Background: an optimization exercise with open tools, aiming at small area, a short achievable clock period and few clock cycles per item. Do not read the settings as production practice. RTL that was checked went through simulation tests only; none was proved equivalent to the original.

Design pm32, start of the top module:
module pm32 (
    input wire          clk,
    input wire          rst,
    input wire          start,
    input wire  [31:0]  mc,
    input wire  [31:0]  mp,
    output reg  [63:0]  p,
    output reg          done,
    input wire          op  
);
    reg  [1:0]      sx;
    reg  [33:0]     cs;
    reg             ci;
    reg  [3:0]      cnt;      
    reg             busy;     
    reg             fin;      
    reg  [1:0]      ng_r, one_r, two_r;    
    reg             sel;      
    wire            more = (start | busy) & (cnt != 4'd7);    
    reg  [4:0]     wn;        
    always @* begin
        case (cnt)
            4'd0: wn = {mc[7], mc[6], mc[5], mc[4], mc[3]};
            4'd1: wn = {mc[11], mc[10], mc[9], mc[8], mc[7]};
            4'd2: wn = {mc[15], mc[14], mc[13], mc[12], mc[11]};
            4'd3: wn = {mc[19], mc[18], mc[17], mc[16], mc[15]};
            4'd4: wn = {mc[23], mc[22], mc[21], mc[20], mc[19]};
            4'd5: wn = {mc[27], mc[26], mc[25], mc[24], mc[23]};
            4'd6: wn = {mc[31], mc[30], mc[29], mc[28], mc[27]};
            default: wn = {5{1'b0}};
        endcase
    end
    wire [4:0] w0 = {mc[3:0], 1'b0};
    wire [1:0] ng0, one0, two0, ngn, onen, twon;
    assign ng0[0]  = w0[2] & ~(w0[1] & w0[0]);
    assign one0[0] = w0[1] ^ w0[0];
    assign two0[0] = (w0[2] & ~w0[1] & ~w0[0]) | (~w0[2] & w0[1] & w0[0]);
  ...
Size in the first run: about 950 cells after synthesis, ~110 flip-flops, ~130 I/O pins, roughly 9000 sq um of cells after synthesis.
Settings: LEC_CHECK=0, CAP_MARGIN=20, CORE_MARGIN=2, CORE_UTILIZATION=40, PLACE_DENSITY=0.6, SLEW_MARGIN=20; clock period 3.0 ns.
run.sh (not shown) runs the stock make flow with config.mk's settings and CLKGATE_MAP_FILE= SYNTH_SCRIPT=/design/flow/synth_recipe.tcl, a recipe that flattens the netlist after the stock synthesis.
Edit:
--- a/flow/design.v
+++ b/flow/design.v
@@ -13,16 +13,14 @@
     reg  [1:0]      sx;
     reg  [33:0]     cs;
     reg             ci;
     reg  [3:0]      cnt;      
     reg             busy;     
     reg             fin;      
     reg  [1:0]      ng_r, one_r, two_r;    
-    reg             sel;      
-    wire            more = (start | busy) & (cnt != 4'd7);    
     reg  [4:0]     wn;        
     always @* begin
         case (cnt)
             4'd0: wn = {mc[7], mc[6], mc[5], mc[4], mc[3]};
             4'd1: wn = {mc[11], mc[10], mc[9], mc[8], mc[7]};
             4'd2: wn = {mc[15], mc[14], mc[13], mc[12], mc[11]};
             4'd3: wn = {mc[19], mc[18], mc[17], mc[16], mc[15]};
@@ -42,17 +40,17 @@
     assign twon[0] = (wn[2] & ~wn[1] & ~wn[0]) | (~wn[2] & wn[1] & wn[0]);
     assign ng0[1]  = w0[4] & ~(w0[3] & w0[2]);
     assign one0[1] = w0[3] ^ w0[2];
     assign two0[1] = (w0[4] & ~w0[3] & ~w0[2]) | (~w0[4] & w0[3] & w0[2]);
     assign ngn[1]  = wn[4] & ~(wn[3] & wn[2]);
     assign onen[1] = wn[3] ^ wn[2];
     assign twon[1] = (wn[4] & ~wn[3] & ~wn[2]) | (~wn[4] & wn[3] & wn[2]);
-    wire [1:0] ng  = sel ? ng_r  : ng0;
-    wire [1:0] one = sel ? one_r : one0;
-    wire [1:0] two = sel ? two_r : two0;
+    wire [1:0] ng  = busy ? ng_r  : ng0;
+    wire [1:0] one = busy ? one_r : one0;
+    wire [1:0] two = busy ? two_r : two0;
     wire [32:0] mx = {1'b0, mp};
     wire [32:0] m2 = {mp, 1'b0};
     wire [32:0] e0 = (({33{one[0]}} & mx) | ({33{two[0]}} & m2)) ^ {33{ng[0]}};
     wire [32:0] e1 = (({33{one[1]}} & mx) | ({33{two[1]}} & m2)) ^ {33{ng[1]}};
     wire s1 = (cs[2] & busy) ^ (busy ? p[34] : vng[1]);
     wire c2 = (cs[2] & busy) & (busy ? p[34] : vng[1]);
     wire s3 = (p[35] & busy) ^ (cs[3] & busy) ^ e0[3];
@@ -205,28 +203,27 @@
         end else if (fin) begin
             p[63:32] <= hi;
         end
         sx <= ra[37:36];
         cs <= rb[37:4];
         ci <= lo[4];
         ng_r  <= ngn;
-        sel   <= more;
         one_r <= onen;
         two_r <= twon;
     end
     always @(posedge clk or posedge rst) begin
         if (rst) begin
             cnt  <= 4'd0;
             busy <= 1'b0;
             fin  <= 1'b0;
             done <= 1'b0;
         end else begin
             if (start | busy)
                 cnt <= cnt + 4'd1;
             else
                 cnt <= 4'd0;
-            busy <= more;
+            busy <= (start | busy) & (cnt != 4'd7);
             fin  <= (start | busy) & (cnt == 4'd7);
             done <= fin | (done & ~start);
         end
     end
 endmodule
Outcome: The changed run finished clean; clock-buffer cell count stays the same; setup slack is about the same; utilization went down by 0.92 points; hold slack barely changes; via count went down by 4.9%; non-clock buffer count went down by 16; register-to-register slack improved by 0.02 ns.
Testbench counts after the change, summed over its fixed seeds: cycles 21,608, items 2,400.
Function not checked in the first run of this note: the RTL went through the layout flow alone.

[static timing again, ports no longer ideal]
The results above use ideal ports. As a check the final layouts listed here were re-extracted and re-timed, cells and wires unchanged. Step 1 sets driving cells, clkbuf_16 on the clock port and buf_2 on the other inputs (assumed; they add their load-dependent delay and slew). Step 2 times the ports against the registers' clock, not the clock port: input delays grow and output delays shrink by t, the midpoint of the rising clock arrivals with the driver on. Three values: ideal, step 1, step 2; two values: the first two.
| run | t (ns) | slack for setup (ns) | worst hold slack (ns) |
|---|---|---|---|
| the first run | 0.411 | 0.096 / 0.096 / -0.226 | 0.452 / 0.424 / 0.453 |
| the second run | 0.408 | 0.099 / 0.118 / -0.279 | 0.449 / 0.447 / 0.449 |
With both steps, setup timing fails in the first run and the second run, where it was met with ideal ports. For the second run, which loses most, drivers alone change the setup slack by +0.019 ns; drivers and shift together by -0.378 ns.
